Background: an optimization exercise with open tools, aiming at small area and few clock cycles. Do not read the settings as production practice. Where RTL was checked, it was by simulation tests only, not by an equivalence proof against the original. No driver is modelled on the clock port, so clock power and skew are understated where the tree is cut down; a real chip needs a root buffer or a tree. Power and IR drop assume default switching activity.

== before ==
==> flow/design.v <==
`timescale 1ns/1ps
module data_pipe_1ton #(
    parameter   DSIZE   = 8,
    parameter   NSIZE   = 8
)(
    input                           clock,
    input                           rst_n,
    input [DSIZE-1:0]               wr_data,
    input                           wr_vld,
    output logic                    wr_ready,
    input                           wr_align_last,
    output logic[DSIZE*NSIZE-1:0]   rd_data,
    output logic                    rd_vld,
    input                           rd_ready
);
localparam CW = (NSIZE <= 2) ? 1 : (NSIZE <= 4) ? 2 : (NSIZE <= 8) ? 3 : (NSIZE <= 16) ? 4 : (NSIZE <= 32) ? 5 : (NSIZE <= 64) ? 6 : (NSIZE <= 128) ? 7 : 8;
logic [CW-1:0]                  cnt;
logic [DSIZE*(NSIZE-1)-1:0]     sr;
logic                           accept;
logic                           last;
assign last     = (cnt == NSIZE-1);
assign wr_ready = !last || rd_ready;
assign accept   = wr_vld && wr_ready;
assign rd_vld   = wr_vld && rd_ready && last;
assign rd_data  = {sr, wr_data};
always @(posedge clock, negedge rst_n) begin
    if (!rst_n)
        cnt <= '0;
    else if (accept) begin
        if (last || wr_align_last) cnt <= '0;
        else                       cnt <= cnt + 1'b1;
    end
end
always @(posedge clock) begin
    if (accept)
        sr <= {sr[DSIZE*(NSIZE-2)-1:0], wr_data};
end
endmodule
==> flow/config.mk <==
export PLATFORM = sky130hd
export DESIGN_NAME = data_pipe_1ton
export DESIGN_NICKNAME = data_pipe_1ton
export VERILOG_FILES = /design/flow/design.v
export SDC_FILE = /design/flow/constraint.sdc
export NUM_CORES = 4
export LEC_CHECK = 0
export CAP_MARGIN = 20
export CORE_AREA = 2 2 60 60
export DIE_AREA = 0 0 62 62
export PLACE_DENSITY = 0.8
export SLEW_MARGIN = 20
==> flow/constraint.sdc <==
create_clock -name core_clock -period 5.0 [get_ports {clock}]
set_input_delay 1.0000 -clock core_clock [delete_from_list [all_inputs] [get_ports {clock}]]
set_output_delay 1.0000 -clock core_clock [all_outputs]
set_load 0.01 [all_outputs]
standard.sh (not shown) runs the stock make flow with config.mk's settings and CLKGATE_MAP_FILE= SYNTH_SCRIPT=/design/flow/synth_recipe.tcl, a recipe that flattens the netlist after the stock synthesis.
==> flow/flow/run.sh <==
#!/bin/bash
# Standard ORFS layout, with the smallest buffer on the ports and a one-level
# clock tree built by flow/pre_cts.tcl in place of ORFS's CTS.
export BUFFER_PORTS_ARGS="-buffer_cell sky130_fd_sc_hd__buf_1"
export PRE_CTS_TCL="$PWD/flow/pre_cts.tcl"
bash standard.sh finish > standard.log 2>&1
==> flow/flow/pre_cts.tcl <==
# Runs before ORFS's CTS step: builds the clock tree here (one level of
# clock buffers, see ctsbuf.tcl) and turns ORFS's clock_tree_synthesis call
# into a no-op.
source [file join [file dirname [info script]] ctsbuf.tcl]
my_clock_buffers 3 sky130_fd_sc_hd__clkbuf_8
set_propagated_clock [all_clocks]
rename clock_tree_synthesis orfs_clock_tree_synthesis
proc clock_tree_synthesis { args } { puts "clock tree built by pre_cts.tcl" }
Other scripts of this flow, unchanged in this note and not shown: flow/flow/ctsbuf.tcl
Testbench counts of before, summed over its fixed seeds: cycles 25,600.
Edits applied to the flow inputs when going from before to after:
-- flow/flow/pre_cts.tcl --
<<< before, line 4
source [file join [file dirname [info script]] ctsbuf.tcl]
my_clock_buffers 3 sky130_fd_sc_hd__clkbuf_8
set_propagated_clock [all_clocks]
>>> after, line 4
source [file join [file dirname [info script]] ctsbuf.tcl]
my_clock_buffers 4 sky130_fd_sc_hd__clkbuf_8
set_propagated_clock [all_clocks]
Findings:
Final cycle utilization of the critical path delta (before -> after): insignificant. Changes observed in after relative to before: routed via count divided by cell count higher, fmax did not really move, total detailed-routing wirelength +34 um, detail-routed net length per standard cell rose 0.10 um, area of the die about even. On remaining routing DRC violations, after and before are neck and neck. Summary — global-route wire length before repair, after relative to before: higher, by about 1.2%. For the utilization of the core after routing, after came in 0.42 points higher than before did. Leakage power in after vs before: up 0.95%.
In every run of this note, the design's own scripts or RTL, not TritonCTS, make the clock network.

---

RTL: the design.v shown in full above, as it stands there.
clock: 5.0 ns
lec_check: 0
cap_margin: 20
core_margin: 2
core_utilization: 40
place_density: 0.6
slew_margin: 20
run.sh (not shown) runs the stock make flow with config.mk's settings and CLKGATE_MAP_FILE= SYNTH_SCRIPT=/design/flow/synth_recipe.tcl, a recipe that flattens the netlist after the stock synthesis.
Stock flow here: none of the scripts above is used.
The first run ran to the end with no violations.
Testbench counts at the start, summed over its fixed seeds: cycles 25,600.
Next try:
==> flow/flow/run.sh (new file) <==
#!/bin/bash
# Standard ORFS layout, with smaller port buffers and a lighter clock tree.
export BUFFER_PORTS_ARGS="-buffer_cell sky130_fd_sc_hd__buf_1"
export CTS_ARGS="-sink_clustering_enable -repair_clock_nets -dont_use_dummy_load -sink_clustering_size 60 -sink_clustering_max_diameter 500 -buf_list sky130_fd_sc_hd__clkbuf_8 -root_buf sky130_fd_sc_hd__clkbuf_8"
bash standard.sh finish > standard.log 2>&1
==> flow/standard.sh (new file) <==
#!/bin/bash
# synth_recipe.tcl (not shown) runs the flow's synth.tcl, then flattens the netlist and writes it again
# the make line also repeats each setting of config.mk as NAME=value (left out here)
make -C /OpenROAD-flow-scripts/flow DESIGN_CONFIG=/design/flow/config.mk WORK_HOME=/design/flow/orfs CLKGATE_MAP_FILE= SYNTH_SCRIPT=/design/flow/synth_recipe.tcl "${@:-finish}"
- CORE_UTILIZATION: 40 -> 70
- PLACE_DENSITY: 0.6 -> 0.8
removed: flow/run.sh
Outcome: Count of clock-buffer cells in the layout fell by 3; routed wire length rose by 11%; total power went down by 6.2%; final area goes down by about 20%; synthesized area does not change; combinational power fell by 42%; synthesized cell count does not change; final cell count fell by about 14%.
Next try:
==> flow/flow/run.sh (replaced) <==
#!/bin/bash
# Standard ORFS layout, with smaller port buffers and a lighter clock tree.
cp standard.sh standard_sh_copy.log 2>/dev/null
export BUFFER_PORTS_ARGS="-buffer_cell sky130_fd_sc_hd__buf_1"
export CTS_ARGS="-sink_clustering_enable -repair_clock_nets -dont_use_dummy_load -buf_list sky130_fd_sc_hd__clkbuf_4 -root_buf sky130_fd_sc_hd__clkbuf_4 -sink_clustering_size 20"
bash standard.sh finish > standard.log 2>&1
=> Register-to-register slack loses 0.03 ns. Cell area came out lower by about 2.4%. Setup slack loses 0.068 ns. Total power came out lower by 9.7%. Routed wire length came out higher by about 3.2%.

---

v26:
RTL: the design.v shown in full above, as it stands there.
export LEC_CHECK = 0
export CAP_MARGIN = 20
export CORE_AREA = 2 2 60 60
export DIE_AREA = 0 0 62 62
export PLACE_DENSITY = 0.8
export SLEW_MARGIN = 20
create_clock -name core_clock -period 5.0 [get_ports {clock}]
standard.sh (not shown) runs the stock make flow with config.mk's settings and CLKGATE_MAP_FILE= SYNTH_SCRIPT=/design/flow/synth_recipe.tcl, a recipe that flattens the netlist after the stock synthesis.
==> flow/flow/run.sh <==
#!/bin/bash
# Standard ORFS layout, with smaller port buffers and a lighter clock tree.
export BUFFER_PORTS_ARGS="-buffer_cell sky130_fd_sc_hd__buf_1"
export CTS_ARGS="-sink_clustering_enable -repair_clock_nets -dont_use_dummy_load -buf_list sky130_fd_sc_hd__clkbuf_4 -root_buf sky130_fd_sc_hd__clkbuf_4 -sink_clustering_size 20"
bash standard.sh finish > standard.log 2>&1
The flow did not stop early for v26: all stages ran, and the layout cleared the timing, DRC and antenna checks.
Testbench counts of v26, summed over its fixed seeds: cycles 25,600.
--- input diff v26..v19 ---
Settings: DIE_AREA removed (was 0 0 62 62); CORE_UTILIZATION newly set to 70; CORE_MARGIN newly set to 2; CORE_AREA removed (was 2 2 60 60).
==> flow/flow/run.sh <==
#!/bin/bash
# Standard ORFS layout, with smaller port buffers and a lighter clock tree.
export BUFFER_PORTS_ARGS="-buffer_cell sky130_fd_sc_hd__buf_1"
export CTS_ARGS="-sink_clustering_enable -repair_clock_nets -dont_use_dummy_load -sink_clustering_size 30 -sink_clustering_max_diameter 200 -buf_list sky130_fd_sc_hd__clkbuf_4 -root_buf sky130_fd_sc_hd__clkbuf_4"
bash standard.sh finish > standard.log 2>&1
### Flow results
Re proportion of power drawn by combinational gates: v26 and v19 aren't equal, and the higher value belongs to v19.
Clock latency of the later-clocked register in the worst-skew pair of v26 is on par with v19.
Going from v26 to v19, effective utilization at floorplan rose 18 points, final setup slack of the worst path fell 0.013 ns, first-iteration DRC count fell 1, total internal power about even, power rose about 1.6%.
Diff v26 -> v19 | summed area of non-filler cells in the final layout | decrease of about 0.9%
On total of fill cells in the finished design, the lower figure sits with v19, not v26.
[inputs] v14 vs v19
==> flow/flow/run.sh <==
#!/bin/bash
# Standard ORFS layout, with smaller port buffers and a lighter clock tree.
export BUFFER_PORTS_ARGS="-buffer_cell sky130_fd_sc_hd__buf_1"
export CTS_ARGS="-repair_clock_nets -dont_use_dummy_load -buf_list sky130_fd_sc_hd__clkbuf_8 -root_buf sky130_fd_sc_hd__clkbuf_8"
bash standard.sh finish > standard.log 2>&1
Results
- In v14, the global-route usage came out 0.72 points below the value in v19.
- v14 vs v19: maximum frequency up in v14
- Compared with v19, in v14 routed via count lower, setup slack higher, final critical-path share of the clock period lower, worst voltage drop across the vdd grid higher.
- Clock group share of total power on v14 is up relative to v19.
- Time the worst path needs with I/O delays and setup came out lower on v14 than on v19.
- Largest stage delay on the critical path: v14 vs v19 — no meaningful difference
- Taking v19 as the reference point, the routed metal-1 wirelength of v14 rises by about 7%.
- In the metrics for v14 and v19, the one carrying the lower wire length of the first global-routing pass is v14.

---

the reference run:
Another version of the RTL of data_pipe_1ton (not shown whole).
Size in the first run: ~79 I/O pins.
export LEC_CHECK = 0
export ABC_AREA = 1
export CAP_MARGIN = 20
export CORE_AREA = 2 2 60 60
export DIE_AREA = 0 0 62 62
export PLACE_DENSITY = 0.8
export SLEW_MARGIN = 20
create_clock -name core_clock -period 5.0 [get_ports {clock}]
==> flow/flow/run.sh <==
#!/bin/bash
# Standard ORFS layout, with the smallest buffer on the ports and a one-level
# clock tree built by flow/pre_cts.tcl in place of ORFS's CTS.
export BUFFER_PORTS_ARGS="-buffer_cell sky130_fd_sc_hd__buf_1"
export PRE_CTS_TCL="$PWD/flow/pre_cts.tcl"
bash standard.sh finish > standard.log 2>&1
Other scripts of this flow, unchanged in this note and not shown: flow/flow/ctsbuf.tcl, flow/flow/pre_cts.tcl
Testbench counts of the reference run, summed over its fixed seeds: cycles 25,600.
Input changes introduced in the trial run (baseline for comparison: the reference run):
# the reference run
export LEC_CHECK = 0
export ABC_AREA = 1
export CAP_MARGIN = 20
export CORE_AREA = 2 2 60 60
export DIE_AREA = 0 0 62 62
export PLACE_DENSITY = 0.8
export SLEW_MARGIN = 20
create_clock -name core_clock -period 5.0 [get_ports {clock}]
# the trial run
export LEC_CHECK = 0
export CAP_MARGIN = 20
export CORE_AREA = 2 2 60 60
export DIE_AREA = 0 0 62 62
export PLACE_DENSITY = 0.8
export SLEW_MARGIN = 20
create_clock -name core_clock -period 5.0 [get_ports {clock}]
Findings:
- Across the trial run and the reference run, none had a timing, DRC or antenna violation.
- Looking only at power, and setting everything else aside, the higher value of the trial run and the reference run goes to the trial run.
- On clock period minus final worst setup slack, the reference run beats the trial run.
- The trial run — share of the clock period used by the worst path after layout 4.9 points higher, the reference run as reference
- A end point of the critical path of wr_ready is what the trial run shows, while rd_vld belongs to the reference run.
- Going from the reference run to the trial run, number of placed cells counting well taps shrank by a few percent.
- Re final non-filler cell area: the trial run is about 0.9% down on the reference run.
- The share of the yosys chip area belonging to registers number comes out higher for the trial run vs the reference run.
- Comparing the trial run and the reference run, the lower leakage power total was measured on the trial run.
In every run of this note, the design's own scripts or RTL, not TritonCTS, make the clock network.

---

## rev 12
Another version of the RTL of data_pipe_1ton (not shown whole).
Size in the first run: ~68 flip-flops, roughly 79 I/O pins.
export LEC_CHECK = 0
export CAP_MARGIN = 20
export CORE_MARGIN = 2
export CORE_UTILIZATION = 70
export PLACE_DENSITY = 0.8
export SLEW_MARGIN = 20
create_clock -name core_clock -period 5.0 [get_ports {clock}]
==> flow/flow/run.sh <==
#!/bin/bash
# Standard ORFS layout, with smaller port buffers and a lighter clock tree.
export BUFFER_PORTS_ARGS="-buffer_cell sky130_fd_sc_hd__buf_1"
export CTS_ARGS="-sink_clustering_enable -repair_clock_nets -dont_use_dummy_load -buf_list sky130_fd_sc_hd__clkbuf_4 -root_buf sky130_fd_sc_hd__clkbuf_4 -sink_clustering_size 20"
bash standard.sh finish > standard.log 2>&1
Rev 12 finished end to end and its layout was clean on timing, DRC and antenna.
Testbench counts of rev 12, summed over its fixed seeds: cycles 25,608.
### rev 12 -> rev 13
Settings: CORE_UTILIZATION: 70 -> 40; PLACE_DENSITY: 0.8 -> 0.6.
==> flow/run.sh (new file) <==
#!/bin/bash
# synth_recipe.tcl (not shown) runs the flow's synth.tcl, then flattens the netlist and writes it again
# the make line also repeats each setting of config.mk as NAME=value (left out here)
make -C /OpenROAD-flow-scripts/flow DESIGN_CONFIG=/design/flow/config.mk WORK_HOME=/design/flow/orfs CLKGATE_MAP_FILE= SYNTH_SCRIPT=/design/flow/synth_recipe.tcl finish
removed: flow/flow/run.sh
removed: flow/standard.sh
--- outcome ---
- Rev 13 closes out successfully: all stages finished, all timing, DRC and antenna checks passed.
- Looking at sequential share of layout area across rev 12 and rev 13, the one that comes out higher is rev 12.
- Sort rev 12 and rev 13 by instance count after placement with tap cells included, ascending, and rev 12 comes first.
- Summary — clock skew, rev 13 relative to rev 12: lower, by 0.018 ns.
- Changes observed in rev 13 relative to rev 12: met2 wirelength from detailed routing now larger; area share of buffers outside the clock network now larger.
- Taking rev 12 as the reference, in rev 13 maximum frequency has decreased; number of buffers between clock root and the deepest sink comparable; setup slack fell by 0.77 ns; wire length rose about 23%.
- Of rev 12 and rev 13, the higher count of clock buffers in the final design belongs to rev 13.

---

== run D ==
data_pipe_1ton, a different RTL version from the one above (not shown whole).
Size in the first run: about 93 cells after synthesis, ~68 flip-flops, roughly 79 I/O pins, ~0.0022 mm^2 of cells after synthesis.
==> flow/design.v (excerpt) <==
module data_pipe_1ton #(
    parameter   DSIZE   = 8,
    parameter   NSIZE   = 8
)(
    input                           clock,
    input                           rst_n,
    input [DSIZE-1:0]               wr_data,
    input                           wr_vld,
    output logic                    wr_ready,
    input                           wr_align_last,
    output logic[DSIZE*NSIZE-1:0]   rd_data,
    output logic                    rd_vld,
    input                           rd_ready
);
==> flow/config.mk <==
export PLATFORM = sky130hd
export DESIGN_NAME = data_pipe_1ton
export DESIGN_NICKNAME = data_pipe_1ton
export VERILOG_FILES = /design/flow/design.v
export SDC_FILE = /design/flow/constraint.sdc
export NUM_CORES = 4
export LEC_CHECK = 0
export ABC_AREA = 1
export CAP_MARGIN = 20
export CORE_AREA = 2 2 60 60
export DIE_AREA = 0 0 62 62
export PLACE_DENSITY = 0.8
export SLEW_MARGIN = 20
==> flow/constraint.sdc <==
create_clock -name core_clock -period 5.0 [get_ports {clock}]
set_input_delay 1.0000 -clock core_clock [delete_from_list [all_inputs] [get_ports {clock}]]
set_output_delay 1.0000 -clock core_clock [all_outputs]
set_load 0.01 [all_outputs]
==> flow/flow/run.sh <==
#!/bin/bash
# Standard ORFS layout, with the smallest buffer on the ports and a one-level
# clock tree built by flow/pre_cts.tcl in place of ORFS's CTS.
export BUFFER_PORTS_ARGS="-buffer_cell sky130_fd_sc_hd__buf_1"
export PRE_CTS_TCL="$PWD/flow/pre_cts.tcl"
bash standard.sh finish > standard.log 2>&1
Other scripts of this flow, unchanged in this note and not shown: flow/flow/ctsbuf.tcl, flow/flow/pre_cts.tcl
Run D finished all stages; the layout is clean.
The following lists how run E was set up differently from run D:
- ABC_AREA: 1 -> unset
[summary]
- Summary: with run D as the reference, final wirelength in run E moved down by a few percent.
- In run E the post-layout minimum cycle time turned out 0.014 ns lower than in run D.
- Summary of the comparison: fraction of area in registers is higher in run E, relative to run D.
- [run E] first-pass GRT wire length fell 9.8% relative to run D
- Clock latency of the later-clocked register in the worst-skew pair: run D vs run E — no meaningful difference
- Looking at cell-internal power across run D and run E, the one that comes out higher is run E.
- Comparing synthesis-to-finish area growth for run D and run E, the smaller number came from run E.
- In the reports for run D and run E, the larger power share of the clock group belongs to run D.
- Run E vs run D: multi-input gate count down in run E
No functional check of the RTL was part of any run of this note. No run of this note takes its clock network from TritonCTS; it comes from the design's own scripts or RTL.

## afterwards: timing with drivers on the ports
In the flow no input, the clock included, has a driving cell. The finished layouts below were timed again as built, in two steps.
Step 1 assumes that a clkbuf_16 drives the clock port and a buf_2 every other input.
Step 2, shift: input delay + t, output delay - t, t = (earliest + latest rising clock arrival at the registers) / 2. This alone moves slack from input paths to output paths.
Slacks: no drivers / after step 1 / after step 2; pairs: no drivers / after step 1.
| run | t (ns) | slack for setup (ns) | worst hold slack (ns) | worst data-port slew with drivers (ns) |
|---|---|---|---|---|
| before | 0.198 | 2.535 / 2.512 / 2.398 | 0.427 / 0.427 / 0.427 | 0.04 |
| after | 0.195 | 2.535 / 2.513 / 2.384 | 0.429 / 0.429 / 0.429 | 0.04 |
| the first run of note 2 | 0.343 | 1.785 / 1.756 / 1.756 | 0.448 / 0.448 / 0.448 | 0.03 |
| the second run of note 2 | 0.343 | 2.514 / 2.489 / 2.380 | 0.441 / 0.441 / 0.441 | 0.03 |
| the third run of note 2 | 0.378 | 2.446 / 2.426 / 2.394 | 0.445 / 0.449 / 0.449 | 0.04 |
| v26 | 0.369 | 2.459 / 2.436 / 2.394 | 0.441 / 0.441 / 0.441 | 0.04 |
| v19 | 0.378 | 2.446 / 2.426 / 2.394 | 0.445 / 0.449 / 0.449 | 0.04 |
| v14 | 0.343 | 2.514 / 2.489 / 2.380 | 0.441 / 0.441 / 0.441 | 0.03 |
| the reference run | 0.191 | 2.451 / 2.430 / 2.381 | 0.442 / 0.442 / 0.442 | 0.03 |
| the trial run | 0.197 | 2.206 / 2.185 / 2.185 | 0.425 / 0.425 / 0.425 | 0.03 |
| rev 12 | 0.385 | 2.626 / 2.598 / 2.598 | 0.461 / 0.463 / 0.576 | 0.03 |
| rev 13 | 0.349 | 1.856 / 1.829 / 1.829 | 0.570 / 0.570 / 0.570 | 0.03 |
| run D | 0.197 | 2.593 / 2.571 / 2.468 | 0.420 / 0.420 / 0.420 | 0.03 |
| run E | 0.194 | 2.607 / 2.553 / 2.553 | 0.452 / 0.452 / 0.452 | 0.05 |
After both steps setup and hold are still met in every run listed. For after, which loses most, drivers alone change the setup slack by -0.022 ns; drivers and shift together by -0.151 ns.
